Context: an optimization exercise on an open-source flow, tuned for small area and a short achievable clock period. The choices shown serve that exercise and are no tape-out recipe. In this exercise RTL edits were held to simulation tests only and were not proved equivalent to the original. No activity file was given, so power comes from the tool's default toggle rates.

Design ALU_TOP, start of the top module:
module ALU_TOP (
input  wire [15:0] A ,
input  wire [15:0] B ,
input  wire [3:0]  ALU_FUNC ,
input  wire        CLK ,
output reg  [31:0] Arith_OUT ,
output wire        Carry_OUT ,
output reg         Arith_Flag ,
output reg  [15:0] Logic_OUT ,
output reg         Logic_Flag ,
output reg  [15:0] Shift_OUT ,
output reg         Shift_Flag ,
output reg  [2:0]  CMP_OUT ,
output reg         CMP_Flag
);
export LEC_CHECK = 0
export ABC_AREA = 1
export CAP_MARGIN = 20
export CORE_MARGIN = 2
export CORE_UTILIZATION = 40
export CTS_CLUSTER_DIAMETER = 300
export CTS_CLUSTER_SIZE = 40
export SLEW_MARGIN = 20
create_clock -name core_clock -period 105.0 [get_ports {CLK}]
standard.sh (not shown) runs the stock make flow with config.mk's settings and CLKGATE_MAP_FILE= SYNTH_SCRIPT=/design/flow/synth_recipe.tcl, a recipe that flattens the netlist after the stock synthesis.
==> flow/flow/run.sh <==
#!/bin/bash
# Layout flow: the standard synthesis, then the combinational logic is
# re-mapped (full-adder polarity chosen to save inverters, other cells
# re-mapped by ABC; flip-flops untouched), proven equivalent to the standard
# netlist, and laid out by the standard flow with small port buffers.
set -euo pipefail
F=$PWD/flow
source $F/params.sh
R=$PWD/orfs/results/sky130hd/ALU_TOP/base
export LIB=$FLOW_HOME/platforms/sky130hd/lib/sky130_fd_sc_hd__tt_025C_1v80.lib
export YOSYS=$(command -v yosys || echo /OpenROAD-flow-scripts/tools/install/yosys/bin/yosys)
export YOSYS_ABC=$(command -v yosys-abc || echo $(dirname $YOSYS)/yosys-abc)

bash standard.sh synth > synth.log 2>&1
cp $R/1_2_yosys.v std_synth.v
python3 $F/fixinv.py std_synth.v fixinv1.v $SOFTEN > fixinv1.log 2>&1
RS_IN=$PWD/fixinv1.v RS_OUT=$PWD/resynth.v RS_LIB=$LIB RS_SCRIPT=$F/$ABC_SCRIPT \
  RS_DONT_USE="$(cat $F/dont_use.txt)" RS_CONSTR=$F/abc.constr \
  $YOSYS -c $F/resynth.tcl > resynth.log 2>&1
python3 $F/fixinv.py resynth.v fixinv2.v > fixinv2.log 2>&1
if bash $F/equiv.sh std_synth.v fixinv2.v $PWD/equiv > equiv.log 2>&1; then
  echo "re-mapped netlist proven equivalent" >> equiv.log
  cp fixinv2.v $R/1_2_yosys.v
  rm -f $R/1_synth.odb $R/1_synth.sdc
else
  echo "equivalence not proven: keeping the standard netlist" >> equiv.log
fi
bash standard.sh "${EXTRA[@]}" finish > layout.log 2>&1
==> flow/flow/params.sh <==
ABC_SCRIPT=resynth.abc
SOFTEN="--soften"
EXTRA=("BUFFER_PORTS_ARGS=-buffer_cell sky130_fd_sc_hd__buf_1")
Other scripts of this flow, unchanged in this note and not shown: flow/flow/abc.constr, flow/flow/cutff.py, flow/flow/dont_use.txt, flow/flow/equiv.sh, flow/flow/fixinv.py, flow/flow/resynth.abc, flow/flow/resynth.tcl
The first run produced a clean layout.
Rerun with:
==> flow/flow/params.sh (replaced) <==
ABC_SCRIPT=resynth.abc
SOFTEN="--soften"
EXTRA=("BUFFER_PORTS_ARGS=-buffer_cell sky130_fd_sc_hd__buf_1" "SETUP_SLACK_MARGIN=72.5" "TNS_END_PERCENT=10")
- CTS_CLUSTER_DIAMETER: 300 -> not set
- CTS_CLUSTER_SIZE: 40 -> not set
Effect: Routed wire length grows by a few percent. Setup slack gets better by 1.8 ns. Power grows by a few percent. Sequential power hardly moves. Hold slack gets worse by 0.0043 ns. Maximum frequency grows by a few percent. Design area grows by roughly a tenth. Synthesized area stays the same.
Rerun with:
==> flow/flow/params.sh (replaced) <==
ABC_SCRIPT=resynth.abc
SOFTEN="--soften"
EXTRA=("BUFFER_PORTS_ARGS=-buffer_cell sky130_fd_sc_hd__buf_1")
- CAP_MARGIN: 20 -> 5
- SLEW_MARGIN: 20 -> 5
Combinational power falls by about 4%.
Count of clock-buffer cells in the layout does not change.
Core utilization decreases by 4.9 points.
Routed wire length decreases by 3.4%.
Maximum frequency went down by 5.4%.
Non-clock buffer count went down by 117.
Worst setup slack got worse by 1.8 ns.
Hold slack is better by 0.0043 ns.
Cell count went down by 3.4%.

-- port drivers added, routing unchanged --
In the flow no input, the clock included, has a driving cell. The finished layouts below were timed again as built, in two steps.
Step 1 sets driving cells, clkbuf_16 on the clock port and buf_2 on the other inputs (assumed; they add their load-dependent delay and slew).
Step 2 also shifts input and output timing later by t, the mid clock arrival at the registers, as if the neighbouring blocks saw the same clock.
a / b / c = no drivers / after step 1 / after step 2; a / b = the first two.
| run | t (ns) | setup WS [ns] | latest minus earliest clock arrival (ns) | slew at the worst register clock pin (ns) | worst data-port slew with drivers (ns) |
|---|---|---|---|---|---|
| the first run | 0.398 | 71.247 / 71.275 / 70.877 | 0.015 / 0.016 | 0.07 / 0.07 | 0.04 |
| the second run | 0.400 | 73.066 / 73.093 / 72.693 | 0.016 / 0.016 | 0.07 / 0.07 | 0.03 |
| the third run | 0.398 | 71.247 / 71.275 / 70.877 | 0.015 / 0.016 | 0.07 / 0.07 | 0.04 |
After both steps setup and hold are still met in every run listed. For the second run, which loses most, drivers alone change the setup slack by +0.027 ns; drivers and shift together by -0.373 ns.
